Background: an optimization exercise with open tools, aiming at small area. Do not read the settings as production practice. RTL that was checked went through simulation tests only; none was proved equivalent to the original. Power and IR drop assume default switching activity.

==> trial 10 <==
Design acorn_prng, start of the top module:
module acorn_prng (
    input clk,
    input reset,
    input wire load,
    input wire [1:0] select,
    input wire [11:0] gpio_seed,
    input wire [11:0] LA1_seed,
    output reg [11:0] out,
    output [12:0] io_oeb,
    output wire reset_out
);
==> module acorn_prng, before the edit <==
module acorn_prng (
    input clk,
    input reset,
    input wire load,
    input wire [1:0] select,
    input wire [11:0] gpio_seed,
    input wire [11:0] LA1_seed,
    output reg [11:0] out,
    output [12:0] io_oeb,
    output wire reset_out
);
assign io_oeb = 13'b0;
assign reset_out = reset;
reg [11:0] seed;
reg [3:0]  counter;
reg        first;           
reg [11:0] ring [0:13];
reg        c0;              
reg        c15;             
reg        rdb;             
wire step = ~(counter[3] & counter[2] & counter[1]);    
wire [11:0] opa = c0  ? seed : ring[0];
wire [11:0] opb = ({12{c15}} & out) | ({12{rdb}} & ring[1]);
wire [12:0] cy;
wire [11:0] sum;
assign cy[0] = 1'b0;
genvar g;
generate
	for (g = 0; g < 12; g = g + 1) begin : add
		assign sum[g]  = opa[g] ^ opb[g] ^ cy[g];
		assign cy[g+1] = (opa[g] & opb[g]) | (cy[g] & (opa[g] ^ opb[g]));
	end
endgenerate
wire        sh = ~load & step;
wire        hd = load | c15 | (counter == 4'd14);    
wire [11:0] ring_nx [0:13];
genvar r;
generate
	for (r = 0; r < 14; r = r + 1) begin : rg
		wire [11:0] src = (r == 0) ? sum : (r == 13) ? ring[0] : ring[(r + 1) % 14];
		assign ring_nx[r] = ({12{sh}} & src) | ({12{hd}} & ring[r]);
		always @(posedge clk)
			ring[r] <= ring_nx[r];
	end
endgenerate
wire        ld     = load & ~reset;
wire        ld_g   = ld & ~select[1] &  select[0];
wire        ld_l   = ld &  select[1] & ~select[0];
wire        ld_f   = ld &  select[1] &  select[0];
wire        ld_e   = ld & (select[1] ~^ select[0]);
wire        keep_s = ~load & ~reset;
wire [11:0] seed_nx = ({12{ld_g}} & gpio_seed) | ({12{ld_l}} & LA1_seed)
                    | {ld_e, {10{ld_f}}, ld_e} | ({12{keep_s}} & seed);
wire        upd    = ~reset & ~load & c15;
wire        keep_o = ~reset & (load | ~c15);
wire [11:0] out_nx = ({12{upd}} & sum) | ({12{keep_o}} & out);
wire        run      = ~reset & ~load;
wire [3:0]  cnt_nx   = reset ? 4'd0 : run ? counter + 1'b1 : counter;
wire        c15_nx   = reset ? 1'b0 : run ? (counter == 4'd14) : c15;
wire        first_nx = reset | (first & ~(run & c15));
always @(posedge clk) begin
	seed    <= seed_nx;
	out     <= out_nx;
	counter <= cnt_nx;
	c0      <= reset ? 1'b1 : run ? c15 : c0;
	c15     <= c15_nx;
	first   <= first_nx;
	rdb     <= ~c15_nx & ~first_nx;
end
endmodule
export LEC_CHECK = 0
export ABC_AREA = 1
export CAP_MARGIN = 20
export CORE_MARGIN = 2
export CORE_UTILIZATION = 40
export SLEW_MARGIN = 20
create_clock -name core_clock -period 5.0 [get_ports {clk}]
standard.sh (not shown) runs the stock make flow with config.mk's settings and CLKGATE_MAP_FILE= SYNTH_SCRIPT=/design/flow/synth_recipe.tcl, a recipe that flattens the netlist after the stock synthesis.
==> flow/flow/run.sh <==
#!/bin/bash
set -euo pipefail
export BUFFER_PORTS_ARGS="-buffer_cell sky130_fd_sc_hd__buf_1"
export CTS_ARGS="-sink_clustering_enable -repair_clock_nets -dont_use_dummy_load -buf_list sky130_fd_sc_hd__clkbuf_8"
bash standard.sh > standard.log 2>&1
==> build 93 (differences from trial 10) <==
==> flow/design.v (replaced) <==
`default_nettype none
`timescale 1ns/1ps
module acorn_prng (
    input clk,
    input reset,
    input wire load,
    input wire [1:0] select,
    input wire [11:0] gpio_seed,
    input wire [11:0] LA1_seed,
    output reg [11:0] out,
    output [12:0] io_oeb,
    output wire reset_out
);
assign io_oeb = 13'b0;
assign reset_out = reset;
reg [11:0] seed;
reg [3:0]  counter;
reg        first;           
reg [11:0] ring [0:13];
wire c0   = (counter == 4'd0);
wire c15  = (counter == 4'd15);
wire step = ~(counter[3] & counter[2] & counter[1]);    
wire [11:0] opa = c0  ? seed : ring[0];
wire [11:0] opb = c15 ? out  : (first ? 12'd0 : ring[1]);
wire [12:0] cy;
wire [11:0] sum;
assign cy[0] = 1'b0;
genvar g;
generate
	for (g = 0; g < 12; g = g + 1) begin : add
		assign sum[g]  = opa[g] ^ opb[g] ^ cy[g];
		assign cy[g+1] = (opa[g] & opb[g]) | (cy[g] & (opa[g] ^ opb[g]));
	end
endgenerate
integer i;
always @(posedge clk) begin
	if (!load && step) begin
		ring[0] <= sum;
		for (i = 1; i < 13; i = i + 1)
			ring[i] <= ring[i+1];
		ring[13] <= ring[0];
	end
end
always @(posedge clk) begin
	if (reset) begin
		counter <= 0;
		first   <= 1'b1;
		out     <= 0;
		seed    <= 0;
	end else if (load) begin
		case (select)
			2'b00: seed <= 12'h801;
			2'b01: seed <= gpio_seed;
			2'b10: seed <= LA1_seed;
			2'b11: seed <= 12'hfff;
		endcase
	end else begin
		counter <= counter + 1'b1;
		if (c15) begin
			out   <= sum;
			first <= 1'b0;
		end
	end
end
endmodule
==> flow/flow/run.sh (replaced) <==
#!/bin/bash
set -euo pipefail
export BUFFER_PORTS_ARGS="-buffer_cell sky130_fd_sc_hd__buf_1"
export CTS_ARGS="-repair_clock_nets -dont_use_dummy_load -buf_list sky130_fd_sc_hd__clkbuf_8"
bash standard.sh > standard.log 2>&1
ABC_AREA = not set   (was 1)
==> trial 59 (differences from trial 10) <==
==> flow/design.v (replaced) <==
`default_nettype none
`timescale 1ns/1ps
module acorn_prng (
    input clk,
    input reset,
    input wire load,
    input wire [1:0] select,
    input wire [11:0] gpio_seed,
    input wire [11:0] LA1_seed,
    output reg [11:0] out,
    output [12:0] io_oeb,
    output wire reset_out
);
assign io_oeb = 13'b0;
assign reset_out = reset;
reg [11:0] seed;
reg [11:0] r01;
reg [11:0] r02;
reg [11:0] r03;
reg [11:0] r04;
reg [11:0] r05;
reg [11:0] r06;
reg [11:0] r07;
reg [11:0] r08;
reg [11:0] r09;
reg [11:0] r010;
reg [11:0] r011;
reg [11:0] r012;
reg [11:0] r013;
reg [11:0] r014;
reg [11:0] r015;
reg [11:0] r10;
reg [11:0] r11;
reg [11:0] r12;
reg [11:0] r13;
reg [11:0] r14;
reg [11:0] r15;
reg [11:0] r16;
reg [11:0] r17;
reg [11:0] r18;
reg [11:0] r19;
reg [11:0] r110;
reg [11:0] r111;
reg [11:0] r112;
reg [11:0] r113;
reg [11:0] r114;
reg [11:0] r115;
reg [3:0] counter;
always @(posedge clk) begin
	if (reset) begin 
		counter <= 0;
		r01 <= 0;
		r02 <= 0;
		r03 <= 0;
		r04 <= 0;
		r05 <= 0;
		r06 <= 0;
		r07 <= 0;
		r08 <= 0;
		r09 <= 0;
		r010 <= 0;
		r011 <= 0;
		r012 <= 0;
		r013 <= 0;
		r014 <= 0;
		r015 <= 0;
		r11 <= 0;
		r12 <= 0;
		r13 <= 0;
		r14 <= 0;
		r15 <= 0;
		r16 <= 0;
		r17 <= 0;
		r18 <= 0;
		r19 <= 0;
		r110 <= 0;
		r111 <= 0;
		r112 <= 0;
		r113 <= 0;
		r114 <= 0;
		r115 <= 0;
		out <= 0;
		seed <= 0;
	end else 
	if (load) begin
	if(select == 2'b00)
	seed <= 12'b100000000001;
	if(select == 2'b11)
	seed <= 12'b111111111111;
	if(select == 2'b01)
	seed <= gpio_seed;
	if(select == 2'b10)
	seed <= LA1_seed;
	end else begin
	counter <= counter + 1;
	if(counter == 0)
	r11 <= r01+seed;
	if(counter == 1)
	r12 <= r02+r11;
	if(counter == 2)
	r13 <= r03+r12;
	if(counter == 3)
	r14 <= r04+r13;
	if(counter == 4)
	r15 <= r05+r14;
	if(counter == 5)
	r16 <= r06+r15;
	if(counter == 6)
	r17 <= r07+r16;
	if(counter == 7)
	r18 <= r08+r17;
	if(counter == 8)
	r19 <= r09+r18;
	if(counter == 9)
	r110 <= r010+r19;
	if(counter == 10)
	r111 <= r011+r110;
	if(counter == 11)
	r112 <= r012+r111;
	if(counter == 12)
	r113 <= r013+r112;
	if(counter == 13)
	r114 <= r014+r113;
	if(counter == 14)
	r115 <= r015+r114;
	if(counter == 15)
		out <= r115;
		r01 <= r11;
		r02 <= r12;
		r03 <= r13;
		r04 <= r14;
		r05 <= r15;
		r06 <= r16;
		r07 <= r17;
		r08 <= r18;
		r09 <= r19;
		r010 <= r110;
		r011 <= r111;
		r012 <= r112;
		r013 <= r113;
		r014 <= r114;
		r015 <= r115;
	end
end
endmodule
==> flow/run.sh (new file) <==
#!/bin/bash
# synth_recipe.tcl (not shown) runs the flow's synth.tcl, then flattens the netlist and writes it again
# the make line also repeats each setting of config.mk as NAME=value (left out here)
make -C /OpenROAD-flow-scripts/flow DESIGN_CONFIG=/design/flow/config.mk WORK_HOME=/design/flow/orfs CLKGATE_MAP_FILE= SYNTH_SCRIPT=/design/flow/synth_recipe.tcl finish
ABC_AREA = not set   (was 1)
removed: flow/flow/run.sh
removed: flow/standard.sh
==> build 82 (differences from trial 10) <==
==> flow/design.v (replaced) <==
`default_nettype none
`timescale 1ns/1ps
module acorn_prng (
    input clk,
    input reset,
    input wire load,
    input wire [1:0] select,
    input wire [11:0] gpio_seed,
    input wire [11:0] LA1_seed,
    output reg [11:0] out,
    output [12:0] io_oeb,
    output wire reset_out
);
assign io_oeb = 13'b0;
assign reset_out = reset;
reg [11:0] seed;
reg [3:0]  counter;
reg        first;           
reg [11:0] ring [0:13];
wire c0   = (counter == 4'd0);
wire c15  = (counter == 4'd15);
wire step = ~(counter[3] & counter[2] & counter[1]);    
wire [11:0] opa = c0  ? seed : ring[0];
wire [11:0] opb = c15 ? out  : (first ? 12'd0 : ring[1]);
wire [11:0] sum = opa + opb;
integer i;
always @(posedge clk) begin
	if (!load && step) begin
		ring[0] <= sum;
		for (i = 1; i < 13; i = i + 1)
			ring[i] <= ring[i+1];
		ring[13] <= ring[0];
	end
end
always @(posedge clk) begin
	if (reset) begin
		counter <= 0;
		first   <= 1'b1;
		out     <= 0;
		seed    <= 0;
	end else if (load) begin
		case (select)
			2'b00: seed <= 12'h801;
			2'b01: seed <= gpio_seed;
			2'b10: seed <= LA1_seed;
			2'b11: seed <= 12'hfff;
		endcase
	end else begin
		counter <= counter + 1'b1;
		if (c15) begin
			out   <= sum;
			first <= 1'b0;
		end
	end
end
endmodule
ABC_AREA = not set   (was 1)
==> out/qor_table.md <==
| Item | Reported | Unit |
|:---|:---|:---|
| Met2 Use GR | 17.9 | % |
| Area of all sequential standard cells | 5630 | µm² |
| Fraction of synthesized area in multiplexers | 1.78 | % |
| Clock skew | 0.0224 | ns |
| Total number of H-tree levels | 4 | - |
| Post-route minimum period | 4.92 | ns |
| Run status | no timing/DRC/antenna violations | - |
| Relative area of non-clock buffer cells in the final design | 3.59 | % |
| Power density cells | 363 | nW/µm² |
| Average footprint of a synthesized cell | 17.5 | µm² |
| DP Wirelength | 6720 | µm |
| Number of iterations in the first detailed-routing pass | 4 | - |
| Overall track demand over capacity in global routing | 12.3 | % |
| Gate family responsible for the most delay along the worst path | adder cells | - |
| Quantity of gates resized following cts | 6 | - |
# the run above: build 93

==> out/qor_table.md <==
| Item | Reported | Unit |
|:---|:---|:---|
| Run status | no timing/DRC/antenna violations | - |
| Fraction of synthesized area in multiplexers | 2.13 | % |
| Wire length the detailed router placed on met1 | 5830 | µm |
| Average footprint of a synthesized cell | 16.0 | µm² |
| Met2 Use GR | 20.2 | % |
| Endpoints failing hold | 0 | - |
| Maximum frequency from static timing analysis | 319 | MHz |
| Area growth, synth to finish | 8.23 | % |
| Area of all sequential standard cells | 5630 | µm² |
| Relative area of non-clock buffer cells in the final design | 2.42 | % |
| DP Wirelength | 7800 | µm |
| Number of design rule violations left after detail routing | 0 | - |
| Total number of H-tree levels | 4 | - |
| Power density cells | 363 | nW/µm² |
| Worst reg2reg path depth | 11 | - |
| Overall track demand over capacity in global routing | 13.4 | % |
| Number of iterations in the first detailed-routing pass | 4 | - |
| Clock skew | 0.0315 | ns |
| Vias in the first global route | 3664 | - |
| Post-route minimum period | 3.14 | ns |
| Gate family responsible for the most delay along the worst path | simple AND/OR/NAND/NOR gates | - |
| Quantity of gates resized following cts | 0 | - |
# the run above: build 82

==> out/qor_table.md <==
| Item | Reported | Unit |
|:---|:---|:---|
| Power density cells | 287 | nW/µm² |
| Post-route minimum period | 3.13 | ns |
| Post-synthesis cell type with the largest combined area | sky130_fd_sc_hd__dfxtp_1 | - |
| Relative area of non-clock buffer cells in the final design | 2.02 | % |
| Average footprint of a synthesized cell | 8.92 | µm² |
| Final total power | 6.66 | mW |
| Overall track demand over capacity in global routing | 16.7 | % |
| Gate family responsible for the most delay along the worst path | buffers and inverters | - |
| Fraction of synthesized area in multiplexers | 9.89 | % |
| DP Wirelength | 30700 | µm |
| Run status | no timing/DRC/antenna violations | - |
# the run above: trial 59

==> out/qor_table.md <==
| Item | Reported | Unit |
|:---|:---|:---|
| Die area | 21600 | µm² |
| DP Wirelength | 8230 | µm |
| Gate family responsible for the most delay along the worst path | adder cells | - |
| Number of iterations in the first detailed-routing pass | 4 | - |
| Net switching power | 0.874 | mW |
| Run status | no timing/DRC/antenna violations | - |
| Hold crit path type | reg2reg | - |
| Crit-path max FO | 5 | - |
| Slowest-stage cell, CP | sky130_fd_sc_hd__fa_2 | - |
| Quantity of gates resized following cts | 0 | - |
| Clock skew | 0.0381 | ns |
| Total number of H-tree levels | 4 | - |
| Relative area of non-clock buffer cells in the final design | 2.89 | % |
| Number of design rule violations left after detail routing | 0 | - |
| Antenna cells | 0 | - |
| Overall track demand over capacity in global routing | 12.8 | % |
| Power density cells | 381 | nW/µm² |
# the run above: trial 10

No functional check of the RTL was part of build 93 and trial 59.

-- what the ideal ports hide --
In the flow no input, the clock included, has a driving cell. The finished layouts below were timed again as built, in two steps.
Step 1, drivers: a clkbuf_16 drives clk and a buf_2 each remaining input, both assumed.
Step 2 also shifts input and output timing later by t, the mid clock arrival at the registers, as if the neighbouring blocks saw the same clock.
a / b / c = ideal / step 1 / step 2; a / b = the first two.
run | t (ns) | setup slack, ns | worst hold slack (ns) | clock arrival spread, ns | worst slew at a driven data input, ns
trial 10 | 0.483 | 0.156 / 0.156 / 0.156 | 0.473 / 0.473 / 0.473 | 0.045 / 0.045 | 0.03
build 93 | 0.470 | 0.084 / 0.084 / 0.084 | 0.400 / 0.400 / 0.400 | 0.029 / 0.029 | 0.03
trial 59 | 0.615 | 1.871 / 1.822 / 1.644 | 0.462 / 0.462 / 0.462 | 0.015 / 0.015 | 0.05
build 82 | 0.471 | 1.863 / 1.863 / 1.863 | 0.402 / 0.402 / 0.402 | 0.033 / 0.034 | 0.04
After both steps every run listed still meets setup and hold. For trial 59, which loses most, drivers alone change the setup slack by -0.049 ns; drivers and shift together by -0.227 ns.
